What follows belongs to an exercise in optimizing a design on an open flow for small area and a short achievable clock period; a production flow would make more cautious choices.
At most, simulation tests tie the RTL to the original design; equivalence was not proved.
Power figures rest on the tool's default switching activity, not on a simulated workload.

==> v7: inputs <==
// new_alu
module new_alu(i_op, i_arg_A, i_arg_B, i_clk, i_reset, o_result, o_status, o_op_rdy, o_alu_error);
	input  logic [3:0] i_op;
	input  logic [7:0] i_arg_A;
	input  logic [7:0] i_arg_B;
	input  logic       i_clk;
	input  logic       i_reset;
	output logic [7:0] o_result;
	output logic [3:0] o_status;
	output logic       o_op_rdy;
	output logic       o_alu_error;
	logic [7:0] res;
	logic [4:0] ctl;
	alu_core core(.i_op(i_op), .i_arg_A(i_arg_A), .i_arg_B(i_arg_B), .res(res), .ctl(ctl));
	logic [7:0] r_res;
	logic r_neg, r_st3, r_st0;
	logic [1:0] r_cls;
	always_ff @(posedge i_clk) begin
		if (!i_reset) begin
			r_res <= 8'd0;
			r_neg <= 1'b0;
			r_st3 <= 1'b0;
			r_st0 <= 1'b0;
			r_cls <= 2'b01;
		end else begin
			r_res <= res;
			r_neg <= ctl[4];
			r_cls <= ctl[3:2];
			r_st3 <= ctl[1];
			r_st0 <= ctl[0];
		end
	end
	logic [7:0] low;
	always_comb
		for (int i = 0; i < 8; i++) begin
			low[i] = 1'b0;
			for (int j = 0; j < i; j++)
				low[i] = low[i] | r_res[j];
		end
	assign o_result = r_res ^ ({8{r_neg}} & low);
	logic par;
	assign par = ^o_result;
	assign o_status = {r_st3,
	                   par | (r_cls == 2'b11 && o_result == 8'hFF),
	                   r_cls[1] ? ~par : (~r_cls[0] && o_result == 8'd0),
	                   r_st0};
	assign o_alu_error = r_st0;
	assign o_op_rdy = ~r_st0;
endmodule
export LEC_CHECK = 0
export ABC_AREA = 1
export CAP_MARGIN = 20
export CORE_MARGIN = 2
export CORE_UTILIZATION = 70
export PLACE_DENSITY = 0.85
export SLEW_MARGIN = 20
create_clock -name core_clock -period 18.0 [get_ports {i_clk}]
standard.sh (not shown) runs the stock make flow with config.mk's settings and CLKGATE_MAP_FILE= SYNTH_SCRIPT=/design/flow/synth_recipe.tcl, a recipe that flattens the netlist after the stock synthesis.
==> flow/flow/run.sh <==
#!/bin/bash
# The standard layout (standard.sh), with two changes:
# - Yosys's full/half-adder cell extraction is off (ADDER_MAP_FILE empty), so
#   that ABC maps the adders' logic together with the rest of the logic;
# - the port buffers are sky130_fd_sc_hd__buf_2 cells (BUFFER_PORTS_ARGS).
set -euo pipefail
bash standard.sh ADDER_MAP_FILE= "BUFFER_PORTS_ARGS=-buffer_cell sky130_fd_sc_hd__buf_2" finish > standard.log 2>&1
==> v4: changes against v7 <==
--- a/flow/config.mk
+++ b/flow/config.mk
@@ -11,2 +11,3 @@
 export CORE_UTILIZATION = 70
+export CTS_BUF_LIST = sky130_fd_sc_hd__clkbuf_4
 export PLACE_DENSITY = 0.85
==> comparison <==
- Of v7 and v4, v7 has the higher core utilization (gap 0.30 points).
- Of v4 and v7, v7 has the higher design area (gap 0.40%, measured against v7).
- Combinational power is about the same in v4 and v7.
- Against v7, the clock power of v4 is lower by about 26%.
- In cell count, v4 and v7 do not differ.
- Fmax is about the same in v7 and v4.
- Between v4 and v7, the lower first-iteration DRC count is in v7 (gap 5.9%, measured against v7).
- Sequential cell count is the same in v7 and v4.
- In v4 the via count is lower than in v7, by 0.89%.


==> build 91: inputs <==
Another version of the RTL of new_alu (not shown whole).
==> flow/config.mk <==
export PLATFORM = sky130hd
export DESIGN_NAME = new_alu
export DESIGN_NICKNAME = new_alu
export VERILOG_FILES = /design/flow/design.v
export SDC_FILE = /design/flow/constraint.sdc
export NUM_CORES = 4
export LEC_CHECK = 0
export ABC_AREA = 1
export CAP_MARGIN = 20
export CORE_MARGIN = 2
export CORE_UTILIZATION = 40
export SLEW_MARGIN = 20
==> flow/constraint.sdc <==
create_clock -name core_clock -period 18.0 [get_ports {i_clk}]
set_input_delay 3.6000 -clock core_clock [delete_from_list [all_inputs] [get_ports {i_clk}]]
set_output_delay 3.6000 -clock core_clock [all_outputs]
set_load 0.01 [all_outputs]
==> flow/flow/run.sh <==
#!/bin/bash
# The standard layout, with two changes:
# - Yosys's full/half-adder cell extraction off (ADDER_MAP_FILE empty), so that
#   ABC maps the adders' logic together with the rest;
# - repair_timing aims at 9 ns of setup slack (SETUP_SLACK_MARGIN), i.e. it
#   keeps sizing and buffering until the paths fit in 18 - 9 ns.
set -euo pipefail
bash standard.sh ADDER_MAP_FILE= SETUP_SLACK_MARGIN=9 finish > standard.log 2>&1
==> build 5 (differences from build 91) <==
==> flow/flow/run.sh (replaced) <==
#!/bin/bash
# The standard layout (standard.sh), with these changes:
# - Yosys's full/half-adder cell extraction off (ADDER_MAP_FILE empty), so that
#   ABC maps the adders' logic together with the rest;
# - the port buffers are sky130_fd_sc_hd__buf_2 cells;
# - repair_timing aims at 0 ns of setup slack (SETUP_SLACK_MARGIN).
set -euo pipefail
bash standard.sh ADDER_MAP_FILE= "BUFFER_PORTS_ARGS=-buffer_cell sky130_fd_sc_hd__buf_2" SETUP_SLACK_MARGIN=0 finish > standard.log 2>&1
--- a/flow/config.mk
+++ b/flow/config.mk
@@ -8,5 +8,5 @@
 export ABC_AREA = 1
 export CAP_MARGIN = 20
 export CORE_MARGIN = 2
-export CORE_UTILIZATION = 40
+export CORE_UTILIZATION = 70
 export SLEW_MARGIN = 20
==> comparison <==
- Against build 91, the wire length of build 5 is lower by 15%.
- Between build 5 and build 91, the lower final cell count is in build 5 (gap 10%, measured against build 91).
- Against build 5, the global-route usage of build 91 is lower by 15 points.
- Power: build 5 is smaller than build 91 (13%).
- Count of clock-buffer cells in the layout is the same in build 91 and build 5.
- Against build 5, the clock power of build 91 is lower by about 5%.
- In synthesized cell count, build 5 and build 91 do not differ.
- Via count: build 5 is smaller than build 91 (about 1%).
- Between build 91 and build 5, the lower utilization is in build 91 (gap 23 points).
- Against build 5, the non-clock buffer count of build 91 is higher by 46.
==> figures <==
	build 5	build 91
Reported sequential group power	0.0303 mW	0.0305 mW
First-pass GRT wire length	22700 um	25400 um
Status	finished clean	finished clean
M2 GR Usage	68.3%	48.8%
Slew at the pin closest to its max-slew limit	739 ps	789 ps
Power in the clock group	0.0246 mW	0.0233 mW
DR vias	5607	5665
GRT met3 Usage	8.00%	3.25%
Minimum hold slack	3590 ps	3750 ps
Core region area	5820 um^2	10200 um^2
Highest Clock Rate	0.110 GHz	0.117 GHz
Worst min-delay path endpoint	o_status[3]	o_status[1]
Full die area	6570 um^2	11200 um^2
Fraction of layout instances using a drive strength above 1	14.0%	23.9%
Number of global-route vias before repair	4941	5144
Global-route track usage on met1	54.2%	35.8%
Post-route worst setup slack	8900 ps	9420 ps
Combinational fraction of design power	74.1%	77.8%
Sequential portion of the cell area	5.45%	4.44%
Hold Path Stages	2	4
Non-CTS buffers	35	81
Slowest Stage Delay on Critical Path	390 ps	260 ps


==> trial 20: inputs <==
new_alu, a different RTL version from the one above (not shown whole).
Settings: LEC_CHECK=0, ABC_AREA=0, ABC_CLOCK_PERIOD_IN_PS=6000, CAP_MARGIN=20, CORE_MARGIN=2, CORE_UTILIZATION=40, SLEW_MARGIN=20; clock period 18.0 ns.
run.sh (not shown) runs the stock make flow with config.mk's settings and CLKGATE_MAP_FILE= SYNTH_SCRIPT=/design/flow/synth_recipe.tcl, a recipe that flattens the netlist after the stock synthesis.
Stock flow here: none of the scripts above is used.
==> build 23: changes against trial 20 <==
--- a/flow/config.mk
+++ b/flow/config.mk
@@ -6,6 +6,5 @@
 export NUM_CORES = 4
 export LEC_CHECK = 0
-export ABC_AREA = 0
-export ABC_CLOCK_PERIOD_IN_PS = 6000
+export ABC_AREA = 1
 export CAP_MARGIN = 20
 export CORE_MARGIN = 2
==> trial 58: changes against trial 20 <==
--- a/flow/config.mk
+++ b/flow/config.mk
@@ -6,6 +6,4 @@
 export NUM_CORES = 4
 export LEC_CHECK = 0
-export ABC_AREA = 0
-export ABC_CLOCK_PERIOD_IN_PS = 6000
 export CAP_MARGIN = 20
 export CORE_MARGIN = 2
==> results.txt <==
Synth Area in Adders: trial 20 11.1%; build 23 13.6%; trial 58 11.1%
Total number of placement rows: trial 20 39; build 23 35; trial 58 39
Count of vias placed by the detailed router: trial 20 5417; build 23 4321; trial 58 5417
Design area: trial 20 5480 um^2; build 23 4300 um^2; trial 58 5480 um^2
Internal power: trial 20 138 uW; build 23 99.3 uW; trial 58 138 uW
Multiplexer fraction of the synthesized cell area: trial 20 4.59%; build 23 0.788%; trial 58 4.59%
Worst hold endpoint: trial 20 o_status[0]$_SDFF_PN0_; build 23 o_status[2]$_SDFF_PN0_; trial 58 o_status[0]$_SDFF_PN0_
Synthesized net count: trial 20 733; build 23 701; trial 58 733
Sequential element share of the synthesized area: trial 20 5.13%; build 23 6.30%; trial 58 5.13%
Share of the cycle needed by the critical path after routing: trial 20 95.0%; build 23 86.4%; trial 58 95.0%
Average wire length per cell after detail routing: trial 20 20.8 um; build 23 15.7 um; trial 58 20.8 um
Wire length on met1: trial 20 8060 um; build 23 5930 um; trial 58 8060 um
Met3 Routed Length: trial 20 1220 um; build 23 736 um; trial 58 1220 um
Initial DRC Count: trial 20 609; build 23 374; trial 58 609
Clock group: trial 20 45.2 uW; build 23 21.9 uW; trial 58 45.2 uW
Fraction of area in non-clock buffers: trial 20 10.6%; build 23 8.33%; trial 58 10.6%
Result of the run: trial 20 finished clean; build 23 finished clean; trial 58 finished clean
Post-route insts no fill: trial 20 842; build 23 802; trial 58 842
Share of layout cells above drive strength 1: trial 20 13.9%; build 23 10.3%; trial 58 13.9%
No run of this note included a check of the RTL's function; only the layout flow was run.


==> try-cedar: inputs <==
Another version of the RTL of new_alu (not shown whole).
export LEC_CHECK = 0
export ABC_AREA = 1
export CAP_MARGIN = 20
export CORE_MARGIN = 2
export CORE_UTILIZATION = 70
export PLACE_DENSITY = 0.85
export SLEW_MARGIN = 20
create_clock -name core_clock -period 18.0 [get_ports {i_clk}]
standard.sh (not shown) runs the stock make flow with config.mk's settings and CLKGATE_MAP_FILE= SYNTH_SCRIPT=/design/flow/synth_recipe.tcl, a recipe that flattens the netlist after the stock synthesis.
==> flow/flow/run.sh <==
#!/bin/bash
# The standard layout (standard.sh), with two changes:
# - Yosys's full/half-adder cell extraction is off (ADDER_MAP_FILE empty), so
#   that ABC maps the adders' logic together with the rest of the logic;
# - the port buffers are sky130_fd_sc_hd__buf_1 cells (BUFFER_PORTS_ARGS).
set -euo pipefail
bash standard.sh ADDER_MAP_FILE= "BUFFER_PORTS_ARGS=-buffer_cell sky130_fd_sc_hd__buf_1" finish > standard.log 2>&1
==> inputs of try-maple, as changes to try-cedar <==
==> flow/flow/run.sh (replaced) <==
#!/bin/bash
# The standard layout (standard.sh), with two changes:
# - Yosys's full/half-adder cell extraction is off (ADDER_MAP_FILE empty), so
#   that ABC maps the adders' logic together with the rest of the logic;
# - the port buffers are sky130_fd_sc_hd__buf_2 cells (BUFFER_PORTS_ARGS).
set -euo pipefail
bash standard.sh ADDER_MAP_FILE= "BUFFER_PORTS_ARGS=-buffer_cell sky130_fd_sc_hd__buf_2" finish > standard.log 2>&1
==> metrics.csv <==
metric,value,unit
run status,finished clean,
multi-input combinational area share,76.4,%
layout cells sized above 1,9.75,%
clkbuf count,3,
sequential share of power,17.0,%
Post-Layout Cell Count,839,
worst vdd ir,0.0000384,V
-- figures above: try-cedar

==> metrics.csv <==
metric,value,unit
Final nets,791,
sequential share of power,17.2,%
"Slowest-stage cell, CP",a2111oi_0,
CP max FO,18,
clkbuf count,4,
multi-input combinational area share,75.8,%
hold depth,2,
worst vdd ir,0.0000335,V
run status,finished clean,
layout cells sized above 1,14.1,%
-- figures above: try-maple



==> run a <==
Starting RTL as in the previous note.
export LEC_CHECK = 0
export ABC_AREA = 1
export CAP_MARGIN = 20
export CORE_MARGIN = 2
export CORE_UTILIZATION = 70
export CTS_BUF_LIST = sky130_fd_sc_hd__clkbuf_2
export PLACE_DENSITY = 0.85
export SLEW_MARGIN = 20
create_clock -name core_clock -period 18.0 [get_ports {i_clk}]
==> flow/flow/run.sh <==
#!/bin/bash
# The standard layout (standard.sh), with two changes:
# - Yosys's full/half-adder cell extraction is off (ADDER_MAP_FILE empty), so
#   that ABC maps the adders' logic together with the rest of the logic;
# - the port buffers are sky130_fd_sc_hd__buf_2 cells (BUFFER_PORTS_ARGS).
set -euo pipefail
bash standard.sh ADDER_MAP_FILE= "BUFFER_PORTS_ARGS=-buffer_cell sky130_fd_sc_hd__buf_2" finish > standard.log 2>&1
==> run b (differences from run a) <==
Settings changed: CTS_BUF_LIST sky130_fd_sc_hd__clkbuf_2 to sky130_fd_sc_hd__clkbuf_4.
==> run c (differences from run a) <==
Settings changed: CORE_UTILIZATION 70 to 60, CTS_BUF_LIST sky130_fd_sc_hd__clkbuf_2 to not set.
==> comparison table <==
metric                                                                      run a          run b          run c
Slew at the pin closest to its max-slew limit                            776.8 ps       789.4 ps       863.2 ps
Final cell area excluding filler cells                              0.004036 mm^2  0.004046 mm^2  0.004070 mm^2
Clk network pwr share                                                        8.1%          10.3%          13.1%
Taps Inserted                                                                  70             70             77
Result of the run                                no timing/DRC/antenna violations  no timing/DRC/antenna violations  no timing/DRC/antenna violations
Max Fclk                                                               0.1287 GHz     0.1290 GHz     0.1236 GHz
Fraction of final layout cells sized beyond drive strength 1               14.19%         14.19%         14.06%
Worst path required time                                                 18130 ps       18130 ps       18090 ps
Layout-stage area growth over the synthesis result                         5.184%         5.445%         6.064%
Non-Filler Instances                                                          838            838            845
Path length in cells of the critical path                                      30             30             28
Overall global routing resource usage                                      40.90%         41.00%         37.65%
Period minus WS final                                                     7772 ps        7750 ps        8088 ps
Headroom to the max-slew limit                                             47.82%         46.97%         40.96%
Number of optimization iterations in the first detailed-route pass             14             13              6
Area of the placeable core                                          0.005205 mm^2  0.005205 mm^2  0.006277 mm^2
Power Sequential                                                      0.0000316 W    0.0000316 W    0.0000317 W
Via count                                                                    5274           5271           5151
Met3 global-route usage                                                    5.402%         5.287%         6.330%
Bufs and invs on worst path                                                     4              4              5

[port drivers added, routing unchanged]
No port has a modelled driver above. Below, the same layouts with a new extraction and two added sets of constraints. Step 1, drivers: a clkbuf_16 drives i_clk and a buf_2 each remaining input, both assumed. Step 2 also shifts input and output timing later by t, the mid clock arrival at the registers, as if the neighbouring blocks saw the same clock. Three values: ideal, step 1, step 2; two values: the first two.
run | t, ns | setup WS [ns] | hold slack, ns | clock arrival spread, ns
v7 | 0.258 | 9.689 / 9.687 / 9.429 | 3.592 / 3.594 / 3.852 | 0.002 / 0.003
v4 | 0.291 | 9.702 / 9.703 / 9.412 | 3.560 / 3.559 / 3.850 | 0.002 / 0.002
build 91 | 0.255 | 9.420 / 9.420 / 9.166 | 3.747 / 3.758 / 4.012 | 0.001 / 0.001
build 5 | 0.260 | 8.899 / 8.898 / 8.638 | 3.586 / 3.587 / 3.847 | 0.005 / 0.006
trial 20 | 0.268 | 0.901 / 0.897 / 0.629 | 3.963 / 3.956 / 4.224 | 0.002 / 0.001
build 23 | 0.246 | 2.453 / 2.449 / 2.202 | 3.970 / 3.975 / 4.222 | 0.001 / 0.001
trial 58 | 0.268 | 0.901 / 0.897 / 0.629 | 3.963 / 3.956 / 4.224 | 0.002 / 0.001
try-cedar | 0.267 | 9.980 / 9.975 / 9.708 | 3.584 / 3.584 / 3.851 | 0.002 / 0.002
try-maple | 0.253 | 10.175 / 10.173 / 9.920 | 3.573 / 3.572 / 3.825 | 0.001 / 0.002
run a | 0.268 | 10.228 / 10.223 / 9.955 | 3.544 / 3.548 / 3.815 | 0.001 / 0.001
run b | 0.280 | 10.250 / 10.245 / 9.965 | 3.543 / 3.545 / 3.825 | 0.005 / 0.004
run c | 0.252 | 9.912 / 9.896 / 9.644 | 3.583 / 3.581 / 3.833 | 0.002 / 0.002
After both steps setup and hold are still met in every run listed. The setup slack of v4, which loses most, moves by +0.001 ns with the drivers and by -0.290 ns with both steps.
